This is an optimization exercise on Yosys and OpenROAD, whose aim is small area, a short achievable clock period and few clock cycles, not a production implementation. Function was checked by simulation only, so behaviour that the tests miss may differ from the original. Power is estimated from default activity; no workload was simulated.

==> branch cedar: inputs <==
==> flow/design.v (excerpt) <==
module MDC(
    clk,
    rst_n,
    in_valid,
    in_data,
    in_mode,
    out_valid,
    out_data
);
clock: 13.5 ns
lec_check: 0
cap_margin: 50
core_margin: 2
core_utilization: 40
slew_margin: 70
standard.sh (not shown) runs the stock make flow with config.mk's settings and CLKGATE_MAP_FILE= SYNTH_SCRIPT=/design/flow/synth_recipe.tcl, a recipe that flattens the netlist after the stock synthesis.
==> flow/flow/run.sh <==
#!/bin/bash
# The standard layout (the standard.sh, standard synthesis), with timing
# repair aiming at a setup slack of 9.0 ns on the 13.5 ns clock. The clock
# period and all constraints are unchanged.
set -euo pipefail
bash standard.sh SETUP_SLACK_MARGIN=9.0 finish > standard_flow.log 2>&1
==> inputs of branch onyx, as changes to branch cedar <==
--- a/flow/design.v
+++ b/flow/design.v
@@ -122,89 +122,59 @@
            .xs0(xs0), .xs1(xs1), .xs2(xs2), .x0e(x0e), .x1e(x1e), .x2e(x2e),
            .x0n(x0n), .x1n(x1n), .x2n(x2n), .ys0(ys0n), .ys1(ys1n), .ys2(ys2n),
            .as0(), .ds0(), .as1(), .ds1(), .as2(), .ds2(), .df(), .rot3(), .rot0());
 CTL ctl_s (.v(1'b1), .k(k2), .p16(p16b), .m4(m4), .m3(m3),
            .xs0(), .xs1(), .xs2(), .x0e(), .x1e(), .x2e(),
            .x0n(), .x1n(), .x2n(), .ys0(), .ys1(), .ys2(),
            .as0(as0n), .ds0(ds0n), .as1(as1n), .ds1(ds1n), .as2(as2n), .ds2(ds2n),
            .df(dfn), .rot3(rot3n), .rot0(rot0n));
-wire [10:0] x0v = xs0[3] ? row0[0] : xs0[2] ? row0[2] : xs0[1] ? sr[4] : sr[1];
-wire [10:0] x1v = xs1[3] ? row0[3] : xs1[2] ? row0[1] : sr[4];
-wire [10:0] x2v = xs2[3] ? row0[2] : row0[1];
-reg [10:0] XA0, XA1, XA2;    
-reg [2:0]  XC0, XC1, XC2;    
+wire [10:0] x0v = xs0[3] ? row0[0] : xs0[2] ? row0[2] : xs0[1] ? sr[4] : xs0[0] ? sr[1] : e;
+wire [10:0] x1v = xs1[3] ? row0[3] : xs1[2] ? row0[1] : xs1[1] ? sr[4] : e;
+wire [10:0] x2v = xs2[3] ? row0[2] : xs2[2] ? row0[1] : e;
+reg [11:0] X0, X1, X2;    
 reg [9:0]  ys0;
 reg [6:0]  ys1;
 reg [7:0]  ys2;
-reg [4:0]  ds0;
+reg [4:0]  as0, ds0;
+reg [2:0]  as1, as2;
 reg [3:0]  ds1, ds2;
 reg [8:0]  dfe;
 reg        rot3, rot0;
 always @(posedge clk) begin
-    XA0 <= x0v; XA1 <= x1v; XA2 <= x2v;
-    XC0 <= {x0e, x0n, |xs0};
-    XC1 <= {x1e, x1n, |xs1};
-    XC2 <= {x2e, x2n, |xs2};
+    X0  <= x0e ? {x0n, x0v} : 12'd0;
+    X1  <= x1e ? {x1n, x1v} : 12'd0;
+    X2  <= x2e ? {x2n, x2v} : 12'd0;
     ys0 <= ys0n; ys1 <= ys1n; ys2 <= ys2n;
-    ds0 <= ds0n;
-    ds1 <= ds1n;
-    ds2 <= ds2n;
+    as0 <= as0n; ds0 <= ds0n;
+    as1 <= as1n; ds1 <= ds1n;
+    as2 <= as2n; ds2 <= ds2n;
     dfe <= dfn;
     rot3 <= rot3n;
     rot0 <= rot0n;
 end
 reg done1, done2;
 reg ov2, ov3, ov4, ov23;
-reg  [8:0] rawm;
-reg  [3:0] k3;
-reg        p16c, m4b, m3b;
-wire [4:0] mdb;
-HAMMING_IP #(5) dec_mode_b (.IN_code(rawm), .OUT_code(mdb));
-always @(posedge clk) begin
-    rawm <= in_mode;
-    if (in_valid && cnt == 4'd1) begin
-        m4b <= mdb[4];
-        m3b <= mdb[1] & ~mdb[4];
-    end
-end
-always @(posedge clk or negedge rst_n) begin
-    if (!rst_n) begin
-        k3   <= 4'd0;
-        p16c <= 1'b0;
-    end else begin
-        k3   <= k2;
-        p16c <= p16b;
-    end
-end
-wire done2b = ((k3 == 4'd15) & ~m4b) | p16c;
-reg ov2b, ov23b, ov4b, t4sb;
 always @(posedge clk or negedge rst_n) begin
     if (!rst_n) begin
         done1 <= 1'b0;
         done2 <= 1'b0;
         out_valid <= 1'b0;
         ov2 <= 1'b0;
         ov3 <= 1'b0;
         ov4 <= 1'b0;
         ov23 <= 1'b0;
-        ov2b <= 1'b0;
-        ov23b <= 1'b0;
-        ov4b <= 1'b0;
     end else begin
         done1 <= ((k1 == 4'd15) & ~m4) | p16;
         done2 <= done1;
         out_valid <= done2;
         ov2 <= done2 & m2;
         ov3 <= done2 & m3;
         ov4 <= done2 & m4;
         ov23 <= done2 & ~m4;
-        ov2b <= done2b & ~m4b & ~m3b;
-        ov23b <= done2b & ~m4b;
-        ov4b <= done2b & m4b;
     end
 end
 reg  [206:0] R;
 assign DET = {R[101:94], R[152:136], R[206:187]};
 reg  [21:0]  P01, P02, P03, P12, P13, P23;
 wire [33:0]  POS0 = R[33:0];
 wire [33:0]  POS1 = R[186:153];
 wire [33:0]  POS2 = R[135:102];
@@ -221,59 +191,38 @@
                  ({22{ys1[2]}} & P13)         | ({22{ys1[1]}} & P02)         |
                  ({22{ys1[0]}} & P12);
 wire [21:0] y2 = ({22{ys2[7]}} & sx11(sr[2])) | ({22{ys2[6]}} & sx11(sr[3])) |
                  ({22{ys2[5]}} & sx11(sr[4])) | ({22{ys2[4]}} & sx11(sr[6])) |
                  ({22{ys2[3]}} & P12)         | ({22{ys2[2]}} & P23)         |
                  ({22{ys2[1]}} & P03)         | ({22{ys2[0]}} & P01);
 wire [44:0] s0w, c0w;
 wire [33:0] s1w, c1w, s2w, c2w;
-wire [10:0] xv0 = {11{XC0[2]}} & (XC0[0] ? XA0 : sr[1]);
-wire [10:0] xv1 = {11{XC1[2]}} & (XC1[0] ? XA1 : sr[1]);
-wire [10:0] xv2 = {11{XC2[2]}} & (XC2[0] ? XA2 : sr[1]);
-MUL1 #(.YW(34), .AW(45)) mul0 (.X(booth(xv0, XC0[1])), .y(y0), .s(s0w), .c(c0w), .ng(n0w));
-MUL1 #(.YW(22), .AW(34)) mul1 (.X(booth(xv1, XC1[1])), .y(y1), .s(s1w), .c(c1w), .ng(n1w));
-MUL1 #(.YW(22), .AW(34)) mul2 (.X(booth(xv2, XC2[1])), .y(y2), .s(s2w), .c(c2w), .ng(n2w));
-wire [5:0] n0w, n1w, n2w;
-reg  [5:0] N0, N1, N2;
+MUL1 #(.YW(34), .AW(45)) mul0 (.X(booth(X0[10:0], X0[11])), .y(y0), .s(s0w), .c(c0w));
+MUL1 #(.YW(22), .AW(34)) mul1 (.X(booth(X1[10:0], X1[11])), .y(y1), .s(s1w), .c(c1w));
+MUL1 #(.YW(22), .AW(34)) mul2 (.X(booth(X2[10:0], X2[11])), .y(y2), .s(s2w), .c(c2w));
 reg [44:0] S0, C0;
 reg [33:0] S1, C1, S2, C2;
 always @(posedge clk) begin
     S0 <= s0w; C0 <= c0w;
-    N0 <= n0w; N1 <= n1w; N2 <= n2w;
     S1 <= s1w; C1 <= c1w;
     S2 <= s2w; C2 <= c2w;
 end
-wire [44:0] o0;
-wire [33:0] o1, o2;
-reg  [44:0] A0;
-reg  [33:0] A1, A2;
-always @(posedge clk) begin
-    A0 <= ({45{as0n[4] | as0n[0]}} & o0) |
-          ({45{as0n[1]}} & {11'b0, o1}) |
-          ({45{as0n[3]}} & {23'b0, P02}) |
-          ({45{as0n[2]}} & {23'b0, P03});
-    A1 <= ({34{as1n[2]}} & o1) |
-          ({34{as1n[0]}} & o2) |
-          ({34{as1n[1]}} & {12'b0, P13});
-    A2 <= ({34{as2n[2]}} & o2) |
-          ({34{as2n[1]}} & POS0) |
-          ({34{as2n[0]}} & o1);
-end
-localparam [44:0] K34 = -((45'd1 << 34) * 1365);
-localparam [44:0] K22 = -((45'd1 << 22) * 1365);
-function [44:0] negs; input [5:0] n;
-    negs = {34'b0, n[5], 1'b0, n[4], 1'b0, n[3], 1'b0, n[2], 1'b0, n[1], 1'b0, n[0]};
-endfunction
-wire [44:0] nk0 = K34 | negs(N0);
-wire [44:0] nk1 = K22 | negs(N1);
-wire [44:0] nk2 = K22 | negs(N2);
-assign o0 = A0 + S0 + C0 + nk0;
-assign o1 = A1 + S1 + C1 + nk1[33:0];
-assign o2 = A2 + S2 + C2 + nk2[33:0];
+wire [44:0] a0 = ({45{as0[4]}} & {{23{P01[21]}}, P01}) |
+                 ({45{as0[3]}} & {{23{P02[21]}}, P02}) |
+                 ({45{as0[2]}} & {{23{P03[21]}}, P03}) |
+                 ({45{as0[1]}} & {{11{POS1[33]}}, POS1}) |
+                 ({45{as0[0]}} & DET);
+wire [33:0] a1 = ({34{as1[2]}} & sx22(P12)) | ({34{as1[1]}} & sx22(P13)) |
+                 ({34{as1[0]}} & POS2);
+wire [33:0] a2 = ({34{as2[2]}} & sx22(P23)) | ({34{as2[1]}} & POS3) |
+                 ({34{as2[0]}} & sx22(P12));
+wire [44:0] o0 = a0 + S0 + C0;
+wire [33:0] o1 = a1 + S1 + C1;
+wire [33:0] o2 = a2 + S2 + C2;
 always @(posedge clk) begin
     if (ds0[4])      P01 <= o0[21:0];
     if (ds0[3])      P02 <= o0[21:0];
     else if (ds1[3]) P02 <= o1[21:0];
     if (ds0[2])      P03 <= o0[21:0];
     else if (ds2[3]) P03 <= o2[21:0];
     if (ds1[2])      P12 <= o1[21:0];
     if (ds1[1])      P13 <= o1[21:0];
@@ -304,66 +253,67 @@
 reg t3f0, t3f1, t3f2, t3f3, t4s;
 always @(posedge clk or negedge rst_n) begin
     if (!rst_n) begin
         t3f0 <= 1'b0;
         t3f1 <= 1'b0;
         t3f2 <= 1'b0;
         t3f3 <= 1'b0;
         t4s  <= 1'b0;
-        t4sb <= 1'b0;
     end else begin
         t3f0 <= done2 & m3 & o1[33];
         t3f1 <= done2 & m3 & o2[33];
         t3f2 <= done2 & m3 & R[33];
         t3f3 <= done2 & m3 & o0[33];
         t4s  <= done2 & m4 & Dn[44];
-        t4sb <= done2b & m4b & Dn[44];
     end
 end
 wire [206:0] t3 = {3'b000, {17{t3f0}}, 34'b0, {17{t3f1}}, 34'b0,
                    {17{t3f2}}, 34'b0, {17{t3f3}}, 34'b0};
-wire [206:0] t4 = {{103{t4sb}}, {59{t4s}}, {22{ov4b}} & DET[44:23], {23{ov4}} & DET[22:0]};
+wire [206:0] t4 = {{162{t4s}}, {45{ov4}} & DET};
 wire [206:0] ring_bits = {20'b0, {34{1'b1}}, 17'b0, {34{1'b1}}, 17'b0,
                           {34{1'b1}}, 17'b0, {34{1'b1}}};
-wire [206:0] f23 = {{103{ov23b}}, {104{ov23}}};
-wire [206:0] f2  = {{103{ov2b}},  {104{ov2}}};
-assign out_data = (ring_bits & f23 & R) | (~ring_bits & f2 & R) | t3 | t4;
+assign out_data = (ring_bits & {207{ov23}} & R) |
+                  (~ring_bits & {207{ov2}} & R) | t3 | t4;
 endmodule
 module MUL1 #(parameter YW = 22, parameter AW = 34) (
     input  [17:0]   X,
     input  [YW-1:0] y,
     output [AW-1:0] s,
-    output [AW-1:0] c,
-    output [5:0]    ng       
+    output [AW-1:0] c
 );
-wire [AW-1:0] row [0:5];
+wire [AW-1:0] row [0:6];
+wire [5:0]    ng;
 genvar j;
 generate
     for (j = 0; j < 6; j = j + 1) begin : pp
         wire n1 = X[3*j+2], one = X[3*j+1], two = X[3*j];
         wire [YW:0] mg = ({(YW+1){one}} & {y[YW-1], y}) |
                          ({(YW+1){two}} & {y, 1'b0});
         wire [YW:0] mm = mg ^ {(YW+1){n1}};
         assign row[j] = {{(AW-YW-1){1'b0}}, ~mm[YW], mm[YW-1:0]} << (2*j);
         assign ng[j]  = n1;
     end
 endgenerate
+wire [AW-1:0] K = -(({{(AW-1){1'b0}}, 1'b1} << YW) * 1365);
+assign row[6] = K | {ng[5], 1'b0, ng[4], 1'b0, ng[3], 1'b0,
+                     ng[2], 1'b0, ng[1], 1'b0, ng[0]};
 function [2*AW-1:0] csa;
     input [AW-1:0] a, b, d;
     begin
         csa[AW-1:0]    = a ^ b ^ d;
         csa[2*AW-1:AW] = ((a & b) | (a & d) | (b & d)) << 1;
     end
 endfunction
-wire [AW-1:0] s1a, c1a, s1b, c1b, s2, c2;
+wire [AW-1:0] s1a, c1a, s1b, c1b, s2, c2, s3, c3;
 assign {c1a, s1a} = csa(row[0], row[1], row[2]);
 assign {c1b, s1b} = csa(row[3], row[4], row[5]);
 assign {c2, s2}   = csa(s1a, c1a, s1b);
-assign {c, s}     = csa(s2, c2, c1b);
+assign {c3, s3}   = csa(s2, c2, c1b);
+assign {c, s}     = csa(s3, c3, row[6]);
 endmodule
 module CTL (
     input        v, p16, m4, m3,
     input  [3:0] k,
     output [3:0] xs0, xs1, xs2,      
     output       x0e, x1e, x2e,      
     output       x0n, x1n, x2n,      
     output [9:0] ys0,    
@@ -425,17 +375,12 @@
              ring3 ? {4'b0, c0, c1 | c3, 1'b0, c2} :
              d2    ? 8'b00010000 : 8'b0;
 assign as2 = pph   ? {c3, 2'b0} :
              (ring4 | ring3) ? {1'b0, ~(c0 | c1), 1'b0} :
              (ring4x | det4) ? 3'b010 :
              d2    ? 3'b001 : 3'b0;
 assign ds2 = pph   ? {c0, c1, c2 | c3, 1'b0} :
              (ringa | det4) ? 4'b0001 : 4'b0;
-genvar g;
-generate
-    for (g = 0; g < 9; g = g + 1) begin : dfd
-        assign df[g] = d2 & (k == 4 * (g / 3) + (g % 3) + 5);
-    end
-endgenerate
+assign df  = (d2 & ~c0) ? (9'd1 << (3 * (r - 2'd1) + (c - 2'd1))) : 9'b0;
 assign rot3 = ringa | det4;
 assign rot0 = det4;
 endmodule
==> flow/flow/run.sh (replaced) <==
#!/bin/bash
# The standard layout (the standard.sh, standard synthesis), with timing
# repair aiming at a setup slack of 8.7 ns on the 13.5 ns clock. The clock
# period and all constraints are unchanged.
set -euo pipefail
bash standard.sh SETUP_SLACK_MARGIN=8.7 finish > standard_flow.log 2>&1
==> inputs of branch nickel, as changes to branch cedar <==
--- a/flow/design.v
+++ b/flow/design.v
@@ -172,39 +172,57 @@
         p16c <= 1'b0;
     end else begin
         k3   <= k2;
         p16c <= p16b;
     end
 end
 wire done2b = ((k3 == 4'd15) & ~m4b) | p16c;
 reg ov2b, ov23b, ov4b, t4sb;
+reg q15, done2c, done2d;
+reg ov2c, ov23c, ov4c, t4sc, ov2d, ov23d, t4sd;
 always @(posedge clk or negedge rst_n) begin
     if (!rst_n) begin
         done1 <= 1'b0;
         done2 <= 1'b0;
         out_valid <= 1'b0;
         ov2 <= 1'b0;
         ov3 <= 1'b0;
         ov4 <= 1'b0;
         ov23 <= 1'b0;
         ov2b <= 1'b0;
         ov23b <= 1'b0;
         ov4b <= 1'b0;
+        q15 <= 1'b0;
+        done2c <= 1'b0;
+        done2d <= 1'b0;
+        ov2c <= 1'b0;
+        ov23c <= 1'b0;
+        ov4c <= 1'b0;
+        ov2d <= 1'b0;
+        ov23d <= 1'b0;
     end else begin
         done1 <= ((k1 == 4'd15) & ~m4) | p16;
         done2 <= done1;
         out_valid <= done2;
         ov2 <= done2 & m2;
         ov3 <= done2 & m3;
         ov4 <= done2 & m4;
         ov23 <= done2 & ~m4;
         ov2b <= done2b & ~m4b & ~m3b;
         ov23b <= done2b & ~m4b;
         ov4b <= done2b & m4b;
+        q15 <= (cnt == 4'd15);
+        done2c <= (q15 & ~m4) | p16b;
+        done2d <= ((k2 == 4'd15) & ~m4b) | p16b;
+        ov2c <= done2c & m2;
+        ov23c <= done2c & ~m4;
+        ov4c <= done2c & m4;
+        ov2d <= done2d & ~m4b & ~m3b;
+        ov23d <= done2d & ~m4b;
     end
 end
 reg  [206:0] R;
 assign DET = {R[101:94], R[152:136], R[206:187]};
 reg  [21:0]  P01, P02, P03, P12, P13, P23;
 wire [33:0]  POS0 = R[33:0];
 wire [33:0]  POS1 = R[186:153];
 wire [33:0]  POS2 = R[135:102];
@@ -305,32 +323,36 @@
 always @(posedge clk or negedge rst_n) begin
     if (!rst_n) begin
         t3f0 <= 1'b0;
         t3f1 <= 1'b0;
         t3f2 <= 1'b0;
         t3f3 <= 1'b0;
         t4s  <= 1'b0;
         t4sb <= 1'b0;
+        t4sc <= 1'b0;
+        t4sd <= 1'b0;
     end else begin
         t3f0 <= done2 & m3 & o1[33];
         t3f1 <= done2 & m3 & o2[33];
         t3f2 <= done2 & m3 & R[33];
         t3f3 <= done2 & m3 & o0[33];
         t4s  <= done2 & m4 & Dn[44];
         t4sb <= done2b & m4b & Dn[44];
+        t4sc <= done2c & m4 & Dn[44];
+        t4sd <= done2d & m4b & Dn[44];
     end
 end
 wire [206:0] t3 = {3'b000, {17{t3f0}}, 34'b0, {17{t3f1}}, 34'b0,
                    {17{t3f2}}, 34'b0, {17{t3f3}}, 34'b0};
-wire [206:0] t4 = {{103{t4sb}}, {59{t4s}}, {22{ov4b}} & DET[44:23], {23{ov4}} & DET[22:0]};
+wire [206:0] t4 = {{51{t4sd}}, {52{t4sb}}, {52{t4sc}}, {7{t4s}}, {22{ov4c}} & DET[44:23], {23{ov4}} & DET[22:0]};
 wire [206:0] ring_bits = {20'b0, {34{1'b1}}, 17'b0, {34{1'b1}}, 17'b0,
                           {34{1'b1}}, 17'b0, {34{1'b1}}};
-wire [206:0] f23 = {{103{ov23b}}, {104{ov23}}};
-wire [206:0] f2  = {{103{ov2b}},  {104{ov2}}};
+wire [206:0] f23 = {{51{ov23d}}, {52{ov23b}}, {52{ov23c}}, {52{ov23}}};
+wire [206:0] f2  = {{51{ov2d}},  {52{ov2b}},  {52{ov2c}},  {52{ov2}}};
 assign out_data = (ring_bits & f23 & R) | (~ring_bits & f2 & R) | t3 | t4;
 endmodule
 module MUL1 #(parameter YW = 22, parameter AW = 34) (
     input  [17:0]   X,
     input  [YW-1:0] y,
     output [AW-1:0] s,
     output [AW-1:0] c,
     output [5:0]    ng       
==> flow/flow/run.sh (replaced) <==
#!/bin/bash
# The standard layout (the standard.sh, standard synthesis), with timing
# repair aiming at a setup slack of 9.2 ns on the 13.5 ns clock. The clock
# period and all constraints are unchanged.
set -euo pipefail
bash standard.sh SETUP_SLACK_MARGIN=9.2 finish > standard_flow.log 2>&1
==> inputs of branch umber, as changes to branch cedar <==
--- a/flow/design.v
+++ b/flow/design.v
@@ -172,39 +172,57 @@
         p16c <= 1'b0;
     end else begin
         k3   <= k2;
         p16c <= p16b;
     end
 end
 wire done2b = ((k3 == 4'd15) & ~m4b) | p16c;
 reg ov2b, ov23b, ov4b, t4sb;
+reg q15, done2c, done2d;
+reg ov2c, ov23c, ov4c, t4sc, ov2d, ov23d, t4sd;
 always @(posedge clk or negedge rst_n) begin
     if (!rst_n) begin
         done1 <= 1'b0;
         done2 <= 1'b0;
         out_valid <= 1'b0;
         ov2 <= 1'b0;
         ov3 <= 1'b0;
         ov4 <= 1'b0;
         ov23 <= 1'b0;
         ov2b <= 1'b0;
         ov23b <= 1'b0;
         ov4b <= 1'b0;
+        q15 <= 1'b0;
+        done2c <= 1'b0;
+        done2d <= 1'b0;
+        ov2c <= 1'b0;
+        ov23c <= 1'b0;
+        ov4c <= 1'b0;
+        ov2d <= 1'b0;
+        ov23d <= 1'b0;
     end else begin
         done1 <= ((k1 == 4'd15) & ~m4) | p16;
         done2 <= done1;
         out_valid <= done2;
         ov2 <= done2 & m2;
         ov3 <= done2 & m3;
         ov4 <= done2 & m4;
         ov23 <= done2 & ~m4;
         ov2b <= done2b & ~m4b & ~m3b;
         ov23b <= done2b & ~m4b;
         ov4b <= done2b & m4b;
+        q15 <= (cnt == 4'd15);
+        done2c <= (q15 & ~m4) | p16b;
+        done2d <= ((k2 == 4'd15) & ~m4b) | p16b;
+        ov2c <= done2c & m2;
+        ov23c <= done2c & ~m4;
+        ov4c <= done2c & m4;
+        ov2d <= done2d & ~m4b & ~m3b;
+        ov23d <= done2d & ~m4b;
     end
 end
 reg  [206:0] R;
 assign DET = {R[101:94], R[152:136], R[206:187]};
 reg  [21:0]  P01, P02, P03, P12, P13, P23;
 wire [33:0]  POS0 = R[33:0];
 wire [33:0]  POS1 = R[186:153];
 wire [33:0]  POS2 = R[135:102];
@@ -305,32 +323,36 @@
 always @(posedge clk or negedge rst_n) begin
     if (!rst_n) begin
         t3f0 <= 1'b0;
         t3f1 <= 1'b0;
         t3f2 <= 1'b0;
         t3f3 <= 1'b0;
         t4s  <= 1'b0;
         t4sb <= 1'b0;
+        t4sc <= 1'b0;
+        t4sd <= 1'b0;
     end else begin
         t3f0 <= done2 & m3 & o1[33];
         t3f1 <= done2 & m3 & o2[33];
         t3f2 <= done2 & m3 & R[33];
         t3f3 <= done2 & m3 & o0[33];
         t4s  <= done2 & m4 & Dn[44];
         t4sb <= done2b & m4b & Dn[44];
+        t4sc <= done2c & m4 & Dn[44];
+        t4sd <= done2d & m4b & Dn[44];
     end
 end
 wire [206:0] t3 = {3'b000, {17{t3f0}}, 34'b0, {17{t3f1}}, 34'b0,
                    {17{t3f2}}, 34'b0, {17{t3f3}}, 34'b0};
-wire [206:0] t4 = {{103{t4sb}}, {59{t4s}}, {22{ov4b}} & DET[44:23], {23{ov4}} & DET[22:0]};
+wire [206:0] t4 = {{51{t4sd}}, {52{t4sb}}, {52{t4sc}}, {7{t4s}}, {22{ov4c}} & DET[44:23], {23{ov4}} & DET[22:0]};
 wire [206:0] ring_bits = {20'b0, {34{1'b1}}, 17'b0, {34{1'b1}}, 17'b0,
                           {34{1'b1}}, 17'b0, {34{1'b1}}};
-wire [206:0] f23 = {{103{ov23b}}, {104{ov23}}};
-wire [206:0] f2  = {{103{ov2b}},  {104{ov2}}};
+wire [206:0] f23 = {{51{ov23d}}, {52{ov23b}}, {52{ov23c}}, {52{ov23}}};
+wire [206:0] f2  = {{51{ov2d}},  {52{ov2b}},  {52{ov2c}},  {52{ov2}}};
 assign out_data = (ring_bits & f23 & R) | (~ring_bits & f2 & R) | t3 | t4;
 endmodule
 module MUL1 #(parameter YW = 22, parameter AW = 34) (
     input  [17:0]   X,
     input  [YW-1:0] y,
     output [AW-1:0] s,
     output [AW-1:0] c,
     output [5:0]    ng       
==> results.txt <==
- Between branch onyx and branch cedar, the lower core utilization is in branch cedar (gap 1.0 points).
- Register-to-register slack, lowest first: branch onyx, branch cedar, branch umber, branch nickel.
- The highest global-route usage belongs to branch nickel, the lowest to branch cedar.
- In branch onyx the wire length is larger than in branch cedar, by about 4%.
- Setup slack: branch cedar > branch umber > branch nickel > branch onyx.
- Against branch onyx, the sequential power of branch umber is higher by about 20%.
- Worst hold slack, highest first: branch cedar, branch onyx, branch umber, branch nickel.
- Sequential share of layout area: branch onyx < branch nickel < branch umber < branch cedar.
- Critical path depth: branch cedar is higher than branch umber (1).
==> figures <==
item	branch onyx	branch cedar	branch nickel	branch umber
Number of sequential cells	748	892	901	901
Multi-input combinational gate total	4078	4110	4166	4166
Post-Layout Inst Area	0.0711 mm²	0.0735 mm²	0.0760 mm²	0.0754 mm²
Post-synthesis average cell area	9.62 µm²	9.76 µm²	9.80 µm²	9.80 µm²
Layout buffering overhead excluding clock cells	0.106	0.0904	0.0988	0.0967
CP max stage delay	500 ps	520 ps	560 ps	550 ps
Worst reg2reg setup slack	8620 ps	9000 ps	9220 ps	9040 ps
Die extent in x	382 µm	392 µm	395 µm	395 µm
Fraction of power spent switching nets	0.388	0.454	0.469	0.470
Result of the run	complete, no violations	complete, no violations	complete, no violations	complete, no violations
Total Nets Final	7112	7251	7401	7384
Diode count	13	11	22	18
Multiplexer share of the synthesized area	0.0186	0.0246	0.0262	0.0262
Arrival time at the worst endpoint	2310 ps	2010 ps	2120 ps	2080 ps
Number of buffers created by CTS	85	96	105	105
Combinational power	3.04 mW	6.62 mW	7.36 mW	7.17 mW
Period utilisation layout	0.371	0.349	0.357	0.354
Timing-limited maximum frequency	200 MHz	212 MHz	207 MHz	209 MHz
Last weighted congestion value of the routability-driven placer	1.04	1.00	1.06	1.06
Testbench counts of branch cedar, summed over its fixed seeds: cycles 46,426.
Testbench counts of branch onyx, summed over its fixed seeds: cycles 46,426.
Testbench counts of branch nickel, summed over its fixed seeds: cycles 46,426.
Testbench counts of branch umber, summed over its fixed seeds: cycles 46,426.

-- re-timing with driven ports --
No port has a modelled driver above. Below, the same layouts with a new extraction and two added sets of constraints. Step 1 (the two cells are an assumption about what drives the block):
set clk [get_ports {clk}]
set_driving_cell -lib_cell sky130_fd_sc_hd__clkbuf_16 $clk
set_driving_cell -lib_cell sky130_fd_sc_hd__buf_2 [delete_from_list [all_inputs] $clk]
Step 2 also shifts input and output timing later by t, the mid clock arrival at the registers, as if the neighbouring blocks saw the same clock. Slacks: ideal / step 1 / step 2; pairs: ideal / step 1.
run | shift t [ns] | setup slack, ns | slew at the worst register clock pin (ns)
branch cedar | 0.794 | 8.789 / 8.705 / 8.799 | 0.07 / 0.07
branch onyx | 0.794 | 8.488 / 8.402 / 8.015 | 0.07 / 0.07
branch nickel | 0.835 | 8.680 / 8.590 / 8.666 | 0.07 / 0.07
branch umber | 0.835 | 8.719 / 8.628 / 8.678 | 0.07 / 0.07
After both steps every run listed still meets setup and hold. For branch onyx, which loses most, drivers alone change the setup slack by -0.086 ns; drivers and shift together by -0.473 ns.
